This is an optimization exercise on Yosys and OpenROAD, whose aim is small area and a short achievable clock period, not a production implementation. No run shown here included a check of the RTL's function; only the layout flow was run. Power figures rest on the tool's default switching activity, not on a simulated workload.

File: flow/run.sh
#!/bin/bash
# Own layout flow: the standard flow (standard.sh, the standard synthesis
# script and ORFS) with a few extra ORFS settings:
#  - the port buffers are sky130_fd_sc_hd__buf_4 instead of the resizer's default
#    choice (a slow delay cell);
#  - repair_timing aims for a larger setup margin.
# Each step's full output goes to a log file in the work folder.
set -euo pipefail
W=$(pwd)
X=("BUFFER_PORTS_ARGS=-buffer_cell sky130_fd_sc_hd__buf_4")
if [[ -f flow/extra.txt ]]; then
  while IFS= read -r line; do
    [[ -z "$line" || "$line" == \#* ]] && continue
    X+=("$line")
  done < flow/extra.txt
fi
printf '%s\n' "${X[@]}" > "$W/flow_settings.log"
bash standard.sh "${X[@]}" synth > "$W/flow_synth.log" 2>&1
bash standard.sh "${X[@]}" finish > "$W/flow_layout.log" 2>&1
test -f out/final.def
File: flow/extra.txt
SETUP_SLACK_MARGIN=6.2
TNS_END_PERCENT=10
File: standard.sh
#!/bin/bash
# synth_recipe.tcl (not shown) runs the flow's synth.tcl, then flattens the netlist and writes it again
# the make line also repeats each setting of config.mk as NAME=value (left out here)
make -C /OpenROAD-flow-scripts/flow DESIGN_CONFIG=/design/flow/config.mk WORK_HOME=/design/flow/orfs CLKGATE_MAP_FILE= SYNTH_SCRIPT=/design/flow/synth_recipe.tcl "${@:-finish}"
File: config.mk
export PLATFORM = sky130hd
export DESIGN_NAME = microprocessor
export DESIGN_NICKNAME = microprocessor
export VERILOG_FILES = /design/flow/design.v
export SDC_FILE = /design/flow/constraint.sdc
export NUM_CORES = 4
export LEC_CHECK = 0
export CAP_MARGIN = 20
export CORE_MARGIN = 2
export CORE_UTILIZATION = 40
export CTS_BUF_LIST = sky130_fd_sc_hd__clkbuf_8
export SETUP_SLACK_MARGIN = 5
export SLEW_MARGIN = 20
export SYNTH_HIERARCHICAL = 1
File: constraint.sdc
create_clock -name core_clock -period 10.5 [get_ports {clk}]
set_input_delay 2.1000 -clock core_clock [delete_from_list [all_inputs] [get_ports {clk}]]
set_output_delay 2.1000 -clock core_clock [all_outputs]
set_load 0.01 [all_outputs]
File: design.v
`timescale 1ns / 1ps
module ALU(
	input wire [15:0] A,
	input wire [15:0] B,
	input wire [3:0] op,
	output wire [7:0] lo,
	output wire c8,
	output wire [7:0] hi0,
	output wire [7:0] hi1,
	output wire [15:0] logic_res,
	output wire neq
);
	wire sub = op[2];
	wire [15:0] x = A ^ {16{sub}};
	wire [15:0] p = B ^ x;
	wire [15:0] g = B & x;
	wire [7:0] gl0 = {g[7:1], g[0] | (p[0] & sub)};
	wire [7:0] pl0 = {p[7:1], 1'b0};
	wire [7:0] gh0 = g[15:8];
	wire [7:0] ph0 = p[15:8];
	wire [7:0] gl1, pl1, gl2, pl2, gl3, gh1, ph1, gh2, ph2, gh3, ph3;
	genvar i;
	generate
		for (i = 0; i < 8; i = i + 1) begin : ks
			if (i >= 1) begin : a1
				assign gl1[i] = gl0[i] | (pl0[i] & gl0[i-1]);
				assign pl1[i] = pl0[i] & pl0[i-1];
				assign gh1[i] = gh0[i] | (ph0[i] & gh0[i-1]);
				assign ph1[i] = ph0[i] & ph0[i-1];
			end else begin : b1
				assign gl1[i] = gl0[i];
				assign pl1[i] = pl0[i];
				assign gh1[i] = gh0[i];
				assign ph1[i] = ph0[i];
			end
			if (i >= 2) begin : a2
				assign gl2[i] = gl1[i] | (pl1[i] & gl1[i-2]);
				assign pl2[i] = pl1[i] & pl1[i-2];
				assign gh2[i] = gh1[i] | (ph1[i] & gh1[i-2]);
				assign ph2[i] = ph1[i] & ph1[i-2];
			end else begin : b2
				assign gl2[i] = gl1[i];
				assign pl2[i] = pl1[i];
				assign gh2[i] = gh1[i];
				assign ph2[i] = ph1[i];
			end
			if (i >= 4) begin : a3
				assign gl3[i] = gl2[i] | (pl2[i] & gl2[i-4]);
				assign gh3[i] = gh2[i] | (ph2[i] & gh2[i-4]);
				assign ph3[i] = ph2[i] & ph2[i-4];
			end else begin : b3
				assign gl3[i] = gl2[i];
				assign gh3[i] = gh2[i];
				assign ph3[i] = ph2[i];
			end
		end
	endgenerate
	assign lo = p[7:0] ^ {gl3[6:0], sub};
	assign c8 = gl3[7];
	assign hi0 = p[15:8] ^ {gh3[6:0], 1'b0};
	assign hi1 = p[15:8] ^ {gh3[6:0] | ph3[6:0], 1'b1};
	assign logic_res = op[0] ? (B | A) : (B & A);
	assign neq = (B != A);
endmodule
`timescale 1ns / 1ps
module program_counter(
	input wire [15:0] pc,
	input wire [15:0] instruction,
	input wire step,
	input wire clr,
	output wire [15:0] d_nt,
	output wire [15:0] d_br
);
	wire [15:0] pc_inc = pc + 16'd1;
	wire is_j = (instruction[15:12] == 4'd15);
	assign d_nt = clr ? 16'd0 : !step ? pc :
	              is_j ? {pc_inc[15:12], instruction[11:0]} : pc_inc;
	assign d_br = pc_inc + {{12{instruction[3]}}, instruction[3:0]};
endmodule
`timescale 1ns / 1ps
module register_file(
	input wire [255:0] R,
	input wire [3:0] addr,
	output wire [15:0] data
);
	assign data = R[16*addr +: 16];
endmodule
`timescale 1ns / 1ps
module microprocessor(
	input wire clk,
	input wire clr,
	input wire step,
	input wire [15:0] instruction,
	output wire [15:0] pc_out,
	output reg wb_en,
	output reg [3:0] wb_addr,
	output wire [15:0] wb_data,
	output reg st_en,
	output reg [1:0] st_addr,
	output reg [15:0] st_data
);
	wire [3:0] op = instruction[15:12];
	wire [3:0] ra = instruction[11:8];
	wire [3:0] rb = instruction[7:4];
	wire [3:0] rc = instruction[3:0];
	reg [255:0] R;           
	reg [63:0] M;            
	reg [7:0] q_lo, q_hi0, q_hi1;
	reg q_c8;
	reg [15:0] q_logic;
	reg q_lw, q_log, q_slt, q_taken;
	reg [1:0] q_laddr;
	reg [15:0] pc_nt, pc_br;
	genvar gi;
	wire [7:0] hi = q_c8 ? q_hi1 : q_hi0;
	wire [15:0] res = q_lw ? M[16*q_laddr +: 16] :
	                  q_log ? q_logic :
	                  q_slt ? {15'd0, hi[7]} : {hi, q_lo};
	assign wb_data = res;
	wire [15:0] pc = q_taken ? pc_br : pc_nt;
	assign pc_out = pc;
	wire [15:0] r_wdata = res & {16{~clr}};
	generate
		for (gi = 0; gi < 16; gi = gi + 1) begin : rf
			wire en = clr | (wb_en & (wb_addr == gi));
			always @(posedge clk)
				if (en) R[16*gi +: 16] <= r_wdata;
		end
	endgenerate
	wire [63:0] m_init = {16'd0, 16'd5, 16'd22, 16'd1};
	generate
		for (gi = 0; gi < 4; gi = gi + 1) begin : dm
			wire en = clr | (st_en & (st_addr == gi));
			always @(posedge clk)
				if (en) M[16*gi +: 16] <= clr ? m_init[16*gi +: 16] : st_data;
		end
	endgenerate
	wire [15:0] Ar, Br;
	register_file read_a (.R(R), .addr(ra), .data(Ar));
	register_file read_b (.R(R), .addr(rb), .data(Br));
	wire [15:0] A = (wb_en && wb_addr == ra) ? res : Ar;
	wire [15:0] B = (wb_en && wb_addr == rb) ? res : Br;
	wire [7:0] lo, hi0, hi1;
	wire c8, neq;
	wire [15:0] logic_res;
	ALU alu0 (.A(A), .B(B), .op(op), .lo(lo), .c8(c8), .hi0(hi0), .hi1(hi1),
	          .logic_res(logic_res), .neq(neq));
	wire is_lw = (op == 4'd8);
	wire wr = step & ((op[3:1] == 3'b000) | (op == 4'd2) | (op[3:1] == 3'b011) | is_lw);
	wire st = step & (op == 4'd10);
	wire [1:0] maddr = B[1:0] + rc[1:0];
	wire [15:0] d_nt, d_br;
	program_counter pc0 (.pc(pc), .instruction(instruction), .step(step), .clr(clr),
	                     .d_nt(d_nt), .d_br(d_br));
	always @(posedge clk) begin
		if (clr) begin
			wb_en <= 1'b0;
			st_en <= 1'b0;
			q_taken <= 1'b0;
		end else begin
			wb_en <= wr;
			st_en <= st;
			q_taken <= step & (op == 4'd14) & neq;
		end
		pc_nt <= d_nt;
		pc_br <= d_br;
		q_lo <= lo;
		q_c8 <= c8;
		q_hi0 <= hi0;
		q_hi1 <= hi1;
		q_logic <= logic_res;
		q_lw <= is_lw;
		q_log <= (op[3:1] == 3'b000);
		q_slt <= (op == 4'd7);
		q_laddr <= maddr;
		wb_addr <= is_lw ? rb : rc;
		st_addr <= maddr;
		st_data <= B;
	end
endmodule
==> results of run 1 <==
[logic make-up after synthesis]
family / after synthesis
DFF: 421
buffers and inverters: 140
xor gates and xnor gates: 74
muxes: 220
adders and majority gates: 73
AOI/OAI and AO/OA: 221
and+or+nand+nor: 235
[critical path, stage by stage]
cell and delay [ps]:
buf_16 140, buf_16 160, mux4_2 520, a22oi_2 260
nand2_2 120, mux2_4 310, xor2_2 180, ha_1 320
a2111o_1 380, a31o_1 230, a211o_1 270, o211ai_2 80
[final cells by class]
type	instances	area [um2]
Inverter	59	221
Multi-Input combinational cell	823	8840
Sequential cell	421	11600
Timing Repair Buffer	157	1580
Clock buffer	78	1070
Clock inverter	50	374
Fill cell	4419	26800
Tap cell	680	851
[layer usage]
layer / up-vias / part of all wire / routed length [um]
li1: 5742 / - / -
met5: - / 0 / 0
met4: 0 / 0.021 / 1130
met3: 82 / 0.057 / 3100
met1: 6538 / 0.41 / 22600
met2: 419 / 0.51 / 27800
[worst max path at each step]
stage,cells past startpoint,end,slack [ps]
after floorplan,12,q_c8$_DFF_P_,5650
after detailed placement,12,q_lo[7]$_DFF_P_,4150
after global placement,12,q_lo[7]$_DFF_P_,4200
after CTS,4,wb_data[15],5990
after global routing,12,q_lo[7]$_DFF_P_,5880
final,12,q_lo[7]$_DFF_P_,5950
[power groups by stage]
stage / sequential (mW) / combinational (mW) / clock, mW
floorplan: 2.30 / 0.844 / 0
finish: 2.31 / 1.33 / 1.49
detailed placement: 2.35 / 1.21 / 0
global placement: 2.33 / 1.19 / 0
global route: 2.34 / 1.45 / 1.60
CTS: 2.31 / 1.32 / 1.53
[what timing repair did]
item | CTS | global route
gates cloned | 8 | 1
hold buffers | 0 | 0
endpoints found under the setup margin | 67 | 31
setup buffers | 38 | 2
resized for setup | 93 | 7
pin swaps | 30 | 5
[layout by cell type (no fill, tap or decap), types with 5 or more instances in the layout]
cell type	count
buf_12	6
nand4_1	9
mux2i_1	17
nor2b_1	25
nand3_1	16
nand2b_1	11
a22oi_2	14
o21ai_1	11
and2_1	23
nor2_1	29
mux2_4	9
inv_1	70
clkinv_2	13
nor4_1	5
a22oi_1	69
buf_16	9
edfxtp_1	320
o21ai_2	17
xnor2_1	38
dfxtp_1	99
and3_1	6
mux2_2	51
o21ai_0	15
a21oi_1	26
buf_4	132
mux4_2	125
and4_1	5
bufinv_16	6
nand2_1	73
ha_1	62
a21o_1	9
xor2_1	33
mux4_1	18
o211ai_1	8
nor3_1	7
clkbuf_8	78
nand2_2	6
clkinv_1	17
ha_2	7
[per-module statistics from Yosys, one instance, submodules excluded]
module | cells | area [um2]
ALU | 223 | 1730
microprocessor | 679 | 13800
program_counter | 208 | 1440
register_file | 137 | 1930
[metrics by stage]
stage               worst slack (ps)  instances  utilization  total power, mW
floorplan                       5650       1384            -             3.14
global placement                4200       2091        0.430             3.52
detailed placement              4150       2091        0.430             3.56
CTS                             5990       2265        0.477             5.16
global route                    5880       2268        0.478             5.39
finish                          5950       2268        0.478             5.14
[registers in the layout (all words and copies together), names as in the netlist]
| signal | cells |
|---|---|
| M | 64 |
| R | 256 |
| pc_br | 16 |
| pc_nt | 16 |
| q_c8 | 1 |
| q_hi0 | 8 |
| q_hi1 | 8 |
| q_laddr | 2 |
| q_lo | 8 |
| q_log | 1 |
| q_logic | 16 |
| q_lw | 1 |
| q_slt | 1 |
| q_taken | 1 |
| st_data | 16 |
| st_en | 1 |
| wb_addr | 4 |
| wb_en | 1 |
==> reports/qor.csv, run 1 <==
metric;value;unit
grt_pass1_wl;81700;um
io_pins;75;
critPathLaunchType;primary input;
clkLatencyLatePin;630;ps
cts_tree;yes;
rsz0062_at_grt;yes;
root_buffer;clkbuf_8;
stdcell_area;24600;um2
synth_top_area_share;0.461;
coreArea;51400;um2
drive_gt1_frac;0.331;
syn_area;20800;um2
synth_compound_area_frac;0.0735;
pwr-share-comb;0.260;
die_h;232;um
worstPathRequired;11040;ps
internal_power;3.65;mW
overflow;0;
maxCapViolations;0;
clkTransAtPathRegs;50;ps
min_path_type;flop to flop;
swShare;0.290;
fmax;220;MHz
wire_per_inst;24.1;um
ys_top_cells_by_area;edfxtp_1 46%, mux4_2 13%, dfxtp_1 9.7%, ha_1 4.2%, mux2_2 3.2%;
p_per_area;209;nW/um2
setup_tns;0;ps
synth_edf_count;320;
routed_wl;54600;um
worst_r2r_endpoint;pc_br[15]$_DFF_P_;
post-route-drc-count;0;
use_met3;0.0324;
async_flop_share;0;
min_from;st_data[2]$_DFF_P_;
p_leak;9.36;nW
synth_ff_type;edfxtp_1;
synth.mux.area_fraction;0.199;
hpwl;33800;um
drt_iter0_drc;1087;
grt_max_degree;43;
slew_violations;0;
fin_crit_sh;0.433;
grt_antenna_before_repair;0;
hold_ws;588;ps
critical_path_arrival;5090;ps
antenna_cells;0;
ant_nets;0;
synth_top_family_by_area;multiplexers;
use_met1;0.265;
ys.warnings.count;7;
vias_per_cell;5.64;
cts_buffer_depth;3;
synth_cell_types;73;
yosysMostFrequentCell;edfxtp_1;
period_needed;4550;ps
initial_core_util;0.405;
dieArea;53900;um2
relSlewSlack;0.405;
firstDrtPassIters;5;
grt_most_used_layer;met2;
syn_inst;1384;
syn_avg_cell_area;15.0;um2
fp-row-count;83;
hold_depth;1;
die_x;232;um
grt_pass1_vias;13000;
gp_congestion;0.818;
synth_xor_area_frac;0.0311;
dpl_cell_area;22100;um2
cp-startpoint;instruction[8];
end_kind;flop;
finalSetupViolations;0;
p_clk_frac;0.290;
synthSimpleGateAreaFrac;0.0594;
crit-reg2reg-launch;q_taken$_SDFF_PP0_;
cts_num_sinks;421;
via_count;12800;
crit_type;primary input to flop;
synth-seq-cells;421;
r2r_slack;6750;ps
worstMarginPinSlew;890;ps
crit_fanout;8;
cts_buffers;71;
switching_power;1.49;mW
vdd_ir_drop_max;0.100;mV
status;complete, no violations;
sequentialPowerShare;0.450;
synth_fa_ha_area_frac;0.0449;
fin_skew;25.8;ps
seq_area_frac_synth;0.558;
fin_nets;1625;
hold_viol;0;
rr_worst_depth;12;
htreeDepth;3;
use_met2;0.354;
synth_nets;1476;
track_usage;0.205;
synth_common_cells;320 x edfxtp_1, 122 x mux4_2, 101 x dfxtp_1;
areaGrowthSynthToFinish;18.0;%
port_buffers;74;
hold_end;M[18]$_SDFFCE_PP1P_;
synth_top_cell_by_area;edfxtp_1;
==> run 2, diff against run 1 <==
--- a/flow/run.sh
+++ b/flow/run.sh
@@ -1,13 +1,13 @@
 #!/bin/bash
 # Own layout flow: the standard flow (standard.sh, the standard synthesis
 # script and ORFS) with a few extra ORFS settings:
-#  - the port buffers are sky130_fd_sc_hd__buf_4 instead of the resizer's default
+#  - the port buffers are sky130_fd_sc_hd__buf_1 instead of the resizer's default
 #    choice (a slow delay cell);
 #  - repair_timing aims for a larger setup margin.
 # Each step's full output goes to a log file in the work folder.
 set -euo pipefail
 W=$(pwd)
-X=("BUFFER_PORTS_ARGS=-buffer_cell sky130_fd_sc_hd__buf_4")
+X=("BUFFER_PORTS_ARGS=-buffer_cell sky130_fd_sc_hd__buf_1")
 if [[ -f flow/extra.txt ]]; then
   while IFS= read -r line; do
     [[ -z "$line" || "$line" == \#* ]] && continue
==> flow/extra.txt (replaced) <==
SETUP_SLACK_MARGIN=6.0
==> reports/qor.csv, run 2 <==
metric;value;unit;change
vdd_ir_drop_max;0.0901;mV;was 0.100 mV
synth_ff_type;edfxtp_1;;unchanged
largest_register;R;;unchanged
instances_no_fill;2273;;was 2268
synth_common_cells;320 x edfxtp_1, 122 x mux4_2, 101 x dfxtp_1;;unchanged
port_buffers;74;;unchanged
post-route-util;0.471;;was 0.478
p_total;4.96;mW;was 5.14 mW
min_from;st_data[4]$_DFF_P_;;was st_data[2]$_DFF_P_
cts_tree;yes;;unchanged
cts_buffers;70;;was 71
clkLatencyLatePin;650;ps;was 630 ps
dieArea;53900;um2;unchanged
async_flop_share;0;;unchanged
stdcell_area;24200;um2;was 24600 um2
hold_ws;568;ps;was 588 ps
fin_crit_sh;0.435;;was 0.433
critPathLaunchType;primary input;;unchanged
syn_avg_cell_area;15.0;um2;unchanged
grt_most_used_layer;met2;;unchanged
p_per_area;205;nW/um2;was 209 nW/um2
worstPathRequired;10980;ps;was 11040 ps
clkTransAtPathRegs;60;ps;was 50 ps
gp_congestion;0.818;;about the same
ant_nets;0;;unchanged
wire_per_inst;24.2;um;was 24.1 um
fmax;219;MHz;was 220 MHz
ctsHoldBuffers;0;;unchanged
use_met1;0.256;;was 0.265
die_h;232;um;unchanged
maxCapViolations;0;;unchanged
finalSetupViolations;0;;unchanged
p_leak;9.07;nW;was 9.36 nW
via_count;12800;;about the same
setup_tns;0;ps;unchanged
hold_depth;1;;unchanged
synth_top_family_by_area;multiplexers;;unchanged
path_cells;clkbuf_16 -> buf_16 -> buf_6 -> mux4_2 -> a22oi_2 -> nand2_1 -> mux2_4 -> xor2_2 -> ha_2 -> fa_2 -> a21o_1 -> a21oi_4 -> or4b_4 -> o2111ai_2;;was buf_16 -> buf_16 -> mux4_2 -> a22oi_2 -> nand2_2 -> mux2_4 -> xor2_2 -> ha_1 -> a2111o_1 -> a31o_1 -> a211o_1 -> o211ai_2
synth_cell_types;73;;unchanged
synth_edf_count;320;;unchanged
synth_nets;1476;;unchanged
hold_viol;0;;unchanged
hold_end;M[20]$_SDFFCE_PP1P_;;was M[18]$_SDFFCE_PP1P_
htreeDepth;3;;unchanged
end_kind;flop;;unchanged
synth_compound_area_frac;0.0735;;unchanged
dpl_cell_area;21900;um2;was 22100 um2
critical_path_arrival;5050;ps;was 5090 ps
placedCellCount;2095;;was 2091
rsz0062_at_grt;yes;;unchanged
drive_gt1_frac;0.282;;was 0.331
overflow;0;;unchanged
grt_pass1_wl;81200;um;was 81700 um
synth_fa_ha_area_frac;0.0449;;unchanged
crit-reg2reg-launch;q_taken$_SDFF_PP0_;;unchanged
min_path_type;flop to flop;;unchanged
worst_path_max_delay_cell;mux4_2;;unchanged
top_regs;R (256), M (64);;unchanged
fin_nets;1630;;was 1625
yosysMostFrequentCell;edfxtp_1;;unchanged
synthSimpleGateAreaFrac;0.0594;;unchanged
rr_worst_depth;12;;unchanged
synth_top_area_share;0.461;;unchanged
io_pins;75;;unchanged
synth-seq-cells;421;;unchanged
r2r_slack;6700;ps;was 6750 ps
ys.warnings.count;7;;unchanged
areaGrowthSynthToFinish;16.2;%;was 18.0%
use_met2;0.352;;was 0.354
firstDrtPassIters;7;;was 5
preCtsSetupSlack;4200;ps;was 4150 ps
syn_inst;1384;;unchanged
synth_top_cell_by_area;edfxtp_1;;unchanged
worstMarginPinSlew;1020;ps;was 890 ps
crit_type;primary input to flop;;unchanged
fp-row-count;83;;unchanged
seq_area_frac_synth;0.558;;unchanged
cts_buffer_depth;3;;unchanged
worst_r2r_endpoint;pc_br[15]$_DFF_P_;;unchanged
cts_num_sinks;421;;unchanged
post-route-drc-count;0;;unchanged
slew_violations;0;;unchanged
status;complete, no violations;;unchanged
final_cell_mix;320 x edfxtp_1, 124 x mux4_2, 98 x dfxtp_1, 82 x inv_1, 78 x clkbuf_8;;was 320 x edfxtp_1, 132 x buf_4, 125 x mux4_2, 99 x dfxtp_1, 78 x clkbuf_8
fin_skew;40.2;ps;was 25.8 ps
period_needed;4560;ps;was 4550 ps
grt_pass1_vias;13000;;about the same
root_buffer;clkbuf_8;;unchanged
routed_wl;54900;um;was 54600 um
track_usage;0.204;;was 0.205
syn_area;20800;um2;unchanged
vias_per_cell;5.65;;was 5.64
initial_core_util;0.405;;unchanged
synth.mux.area_fraction;0.199;;unchanged
drt_iter0_drc;1135;;was 1087
synth_xor_area_frac;0.0311;;unchanged
grt_max_degree;43;;unchanged
crit_fanout;7;;was 8
relSlewSlack;0.322;;was 0.405
antenna_cells;0;;unchanged
use_met3;0.0414;;was 0.0324
die_x;232;um;unchanged
coreArea;51400;um2;unchanged
max_stage_delay;490;ps;was 520 ps
final_common_cell;edfxtp_1;;unchanged
hpwl;33200;um;was 33800 um
ys_top_cells_by_area;edfxtp_1 46%, mux4_2 13%, dfxtp_1 9.7%, ha_1 4.2%, mux2_2 3.2%;;unchanged
setup_ws;5940;ps;was 5950 ps
largest_register_ff_count;256;;unchanged
grt_antenna_before_repair;2;;was 0
[run 2: cell counts after synthesis]
Identical to the previous run, type by type.
[run 2: cell families after synthesis]
family,after synthesis
AOI/OAI and AO/OA,221
xor gates and xnor gates,74
adders and majority gates,73
buffers and inverters,140
DFF,421
muxes,220
and+or+nand+nor,235
[run 2: routing by layer]
metal | part of all wire | wire, um | vias up
li1 | - | - | 5771
met1 | 0.40 | 22000 | 6515
met2 | 0.51 | 27700 | 472
met3 | 0.069 | 3790 | 89
met4 | 0.024 | 1340 | 2
met5 | 0.00024 | 13 | -
[run 2: what timing repair did]
action,CTS,global route
gates resized for setup,46,50
hold endpoints to repair,0,0
pin swaps,2,17
endpoints found under the setup margin,51,15
buffers inserted,13,27
gates cloned,9,2
[run 2: how the worst max path moves through the flow]
stage | start | endpoint
floorplan | instruction[8] | q_c8$_DFF_P_
global placement | instruction[8] | q_lo[7]$_DFF_P_
detailed placement | instruction[8] | q_lo[7]$_DFF_P_
CTS | instruction[4] | q_lo[7]$_DFF_P_
global route | instruction[8] | q_hi0[6]$_DFF_P_
finish | instruction[8] | q_hi0[6]$_DFF_P_
[run 2: where the power goes]
| group | internal, mW | total (mW) | switching [mW] | leakage [nW] |
|---|---|---|---|---|
| clock network | 0.709 | 1.36 | 0.651 | 0.739 |
| logic | 0.577 | 1.28 | 0.698 | 4.22 |
| registers | 2.19 | 2.32 | 0.133 | 4.11 |
[run 2: Yosys stat by module, one instance, submodules excluded]
| module | flip-flops and latches | cells inside |
|---|---|---|
| register_file | 0 | 137 |
| program_counter | 0 | 208 |
| microprocessor | 421 | 679 |
| ALU | 0 | 223 |
[run 2: cell type report]
cell class | instances | area, um2
Clock inverter | 52 | 273
Clock buffer | 75 | 1030
Tap cell | 680 | 851
Timing Repair Buffer | 163 | 1310
Sequential cell | 421 | 11600
Fill cell | 4451 | 27200
Inverter | 59 | 221
Multi-Input combinational cell | 823 | 8870
[run 2: worst max-delay path, delay by kind of cell]
family / cells / cell delay, ps
AOI/OAI and AO/OA: 4 / 690
xor gates and xnor gates: 1 / 180
adders and majority gates: 2 / 600
buffers and inverters: 3 / 410
muxes: 2 / 790
and+or+nand+nor: 2 / 240

## afterwards: timing with drivers on the ports
How much do the figures lean on ideal ports? The routed layouts below were timed once more, with nothing changed but the port constraints. Step 1: set_driving_cell puts a clkbuf_16 on clk and a buf_2 on each other input, an assumption about the parent block. Step 2 moves the port delays by t, midway between the first and last clock arrival at a register: inputs arrive t later, outputs are due t later. That takes back most of the time a late clock gives input paths. Three values: no drivers, after step 1, after step 2; two values: the first two.
run | t (ns) | setup slack, ns | pins driven straight from the clock port
run 1 | 0.675 | 5.950 / 5.795 / 5.120 | 1
run 2 | 0.682 | 5.938 / 5.834 / 5.152 | 1
After both steps setup and hold are still met in every run listed. The setup slack of run 1, which loses most, moves by -0.155 ns with the drivers and by -0.830 ns with both steps.
